Source: an optimization exercise on an open RTL-to-GDS flow (aim: small area and a short achievable clock period). Production flows keep margins and buffers that such runs may drop. Where RTL was checked, it was by simulation tests only, not by an equivalence proof against the original. No driver is modelled on the clock port, so clocking that relies on it looks cheaper here than on a real chip.

==> flow/design.v (excerpt) <==
module prng (
    input logic [31:0] seed,
    output logic [31:0] rand_num,
    input logic clk,
    input logic rst
);
Size: roughly 520 cells after synthesis, about 93 flip-flops.
export LEC_CHECK = 0
export CAP_MARGIN = 20
export CORE_MARGIN = 2
export CORE_UTILIZATION = 60
export SETUP_SLACK_MARGIN = 2.3
export SLEW_MARGIN = 20
export SYNTH_HIERARCHICAL = 1
create_clock -name core_clock -period 7.0 [get_ports {clk}]
standard.sh (not shown) runs the stock make flow with config.mk's settings and CLKGATE_MAP_FILE= SYNTH_SCRIPT=/design/flow/synth_recipe.tcl, a recipe that flattens the netlist after the stock synthesis.
==> flow/flow/run.sh <==
#!/bin/bash
# Standard layout with two changes: the smallest buffer on each port, and
# useful clock skew between registers after clock tree synthesis (skew.tcl).
export BUFFER_PORTS_ARGS="-buffer_cell sky130_fd_sc_hd__buf_1"
export POST_CTS_TCL="$PWD/flow/skew.tcl"
bash standard.sh > standard.log 2>&1
Other scripts of this flow, unchanged in this note and not shown: flow/flow/skew.py, flow/flow/skew.tcl
Then changed:
--- a/flow/design.v
+++ b/flow/design.v
@@ -2,15 +2,15 @@
     input logic [31:0] seed,
     output logic [31:0] rand_num,
     input logic clk,
     input logic rst
 );
     logic [31:0] state;
-    logic [30:0] state_n;
+    logic [15:0] state_n;
     wire [30:0] x = state[30:0];
-    wire [30:0] xn = state_n;
+    wire [30:0] xn = {~state[30:16], state_n};
     wire [30:0] nxt;
     wire s0; wire c0;
     assign s0 = 1'b1 ^ x[2] ^ xn[0];
     assign c0 = (1'b1 & x[2]) | (1'b1 & xn[0]) | (x[2] & xn[0]);
     wire s1; wire c1;
     assign s1 = 1'b1 ^ x[3] ^ xn[1];
@@ -539,16 +539,16 @@
     assign nxt[28] = p0[28] ^ gg63;
     assign nxt[29] = p0[29] ^ gg67;
     assign nxt[30] = p0[30] ^ gg71;
     always_ff @(posedge clk) begin
         if (rst) begin
             state <= seed;
-            state_n <= ~seed[30:0];
+            state_n <= ~seed[15:0];
         end else begin
             state <= {1'b0, nxt};
-            state_n <= ~nxt[30:0];
+            state_n <= ~nxt[15:0];
         end
         rand_num <= state;
     end
 endmodule
 module fa (
     input  logic a,
The new run completed with no timing, DRC or antenna violations. Hold slack degrades by 0.026 ns. Final area decreases by about 8%. Setup slack gets better by 0.12 ns. Cell count came out lower by 6.5%. Via count goes down by 3.5%. Utilization went down by 2.5 points.
No functional check of the RTL was part of any run of this note.

========
prng, a different RTL version from the one above (not shown whole).
Size in the first run: roughly 470 cells after synthesis, about 64 flip-flops, about 66 I/O pins.
export LEC_CHECK = 0
export CAP_MARGIN = 20
export CORE_MARGIN = 2
export CORE_UTILIZATION = 60
export SETUP_SLACK_MARGIN = 3.0
export SLEW_MARGIN = 20
export SYNTH_HIERARCHICAL = 1
create_clock -name core_clock -period 7.0 [get_ports {clk}]
Scripts as last shown in full above: flow/flow/run.sh
Other scripts of this flow, unchanged in this note and not shown: flow/flow/skew.py, flow/flow/skew.tcl
The first run went through all stages and came out clean.
Rerun with:
--- a/flow/design.v
+++ b/flow/design.v
@@ -1,17 +1,18 @@
 module prng (
     input logic [31:0] seed,
     output logic [31:0] rand_num,
     input logic clk,
     input logic rst
 );
     logic [31:0] state;
+    logic [30:0] state_n;
     wire [30:0] x = state[30:0];
-    wire [30:0] xn = ~state[30:0];
+    wire [30:0] xn = state_n;
     wire [30:0] nxt;
     wire s0; wire c0;
     assign s0 = 1'b1 ^ x[2] ^ xn[0];
     assign c0 = (1'b1 & x[2]) | (1'b1 & xn[0]) | (x[2] & xn[0]);
     wire s1; wire c1;
     assign s1 = 1'b1 ^ x[3] ^ xn[1];
     assign c1 = (1'b1 & x[3]) | (1'b1 & xn[1]) | (x[3] & xn[1]);
     wire s2; wire c2;
@@ -304,25 +305,25 @@
     fa u142 (.a(c131), .b(s139), .c(s140), .s(s142), .co(c142));
     wire s143; wire c143;
     fa u143 (.a(c132), .b(s141), .c(c133), .s(s143), .co(c143));
     wire s144; wire c144;
     fa u144 (.a(s142), .b(c134), .c(s143), .s(s144), .co(c144));
     wire s145;
     assign s145 = x[30] ^ x[23] ^ x[18];
     wire s146;
-    assign s146 = x[28] ^ x[26] ^ x[21];
+    assign s146 = xn[28] ^ xn[26] ^ xn[21];
     wire s147;
     assign s147 = x[16] ^ x[11] ^ x[5];
     wire s148;
     assign s148 = xn[13] ^ xn[8] ^ x[0];
     wire s149;
     assign s149 = c136 ^ c137 ^ c138;
     wire s150;
-    assign s150 = s145 ^ ~s146 ^ s147;
+    assign s150 = s145 ^ s146 ^ s147;
     wire s151;
     assign s151 = s148 ^ c139 ^ c140;
     wire s152;
     assign s152 = s149 ^ s150 ^ c141;
     wire s153;
     assign s153 = c142 ^ s151 ^ s152;
     wire s154;
     assign s154 = c143 ^ s153 ^ c144;
@@ -536,18 +537,20 @@
     assign nxt[26] = p0[26] ^ gg58;
     assign nxt[27] = p0[27] ^ gg60;
     assign nxt[28] = p0[28] ^ gg63;
     assign nxt[29] = p0[29] ^ gg67;
     assign nxt[30] = p0[30] ^ gg71;
     always_ff @(posedge clk) begin
         if (rst) begin
             state <= seed;
+            state_n <= ~seed[30:0];
         end else begin
             state <= {1'b0, nxt};
+            state_n <= ~nxt[30:0];
         end
         rand_num <= state;
     end
 endmodule
 module fa (
     input  logic a,
     input  logic b,
     input  logic c,
Result: Routed wire length climbs by 13%. Via count goes up by 8.1%. Area after synthesis came out higher by 13%. Sequential cell count goes up by 29. Worst setup slack loses 0.15 ns. Synthesized cell count went up by 11%. Sequential share of layout area rises by 5.1 points. Critical path depth grows by 6. Design area climbs by about 11%. Fmax is lower by 3.8%. Die area went up by about 12%. Global-route usage drops by 0.55 points.
The RTL of the second run of this note was laid out without a check of its function.

-- port drivers added, routing unchanged --
How much do the figures lean on ideal ports? The routed layouts below were timed once more, with nothing changed but the port constraints.
Step 1 (the two cells are an assumption about what drives the block):
set clk [get_ports {clk}]
set_driving_cell -lib_cell sky130_fd_sc_hd__clkbuf_16 $clk
set_driving_cell -lib_cell sky130_fd_sc_hd__buf_2 [delete_from_list [all_inputs] $clk]
Step 2, shift: input delay + t, output delay - t, t = (earliest + latest rising clock arrival at the registers) / 2. This alone moves slack from input paths to output paths.
Three values: ideal ports, drivers, drivers and shift; two values: the first two.
run | t (ns) | setup WS [ns] | latest minus earliest clock arrival (ns) | worst register clock-pin slew, ns
the first run of note 1 | 0.953 | 2.794 / 2.794 / 2.794 | 1.060 / 1.060 | 0.10 / 0.10
the second run of note 1 | 1.034 | 2.911 / 2.911 / 2.911 | 1.263 / 1.263 | 0.09 / 0.09
the first run of note 2 | 0.968 | 3.194 / 3.194 / 3.194 | 1.173 / 1.173 | 0.07 / 0.07
the second run of note 2 | 0.953 | 3.044 / 3.044 / 2.900 | 1.061 / 1.061 | 0.10 / 0.10
Clock arrivals are far apart in every run listed, so t is only a midpoint there and step 2 fits no single register. For the second run of note 2, which loses most, drivers alone change the setup slack by 0.000 ns; drivers and shift together by -0.144 ns.
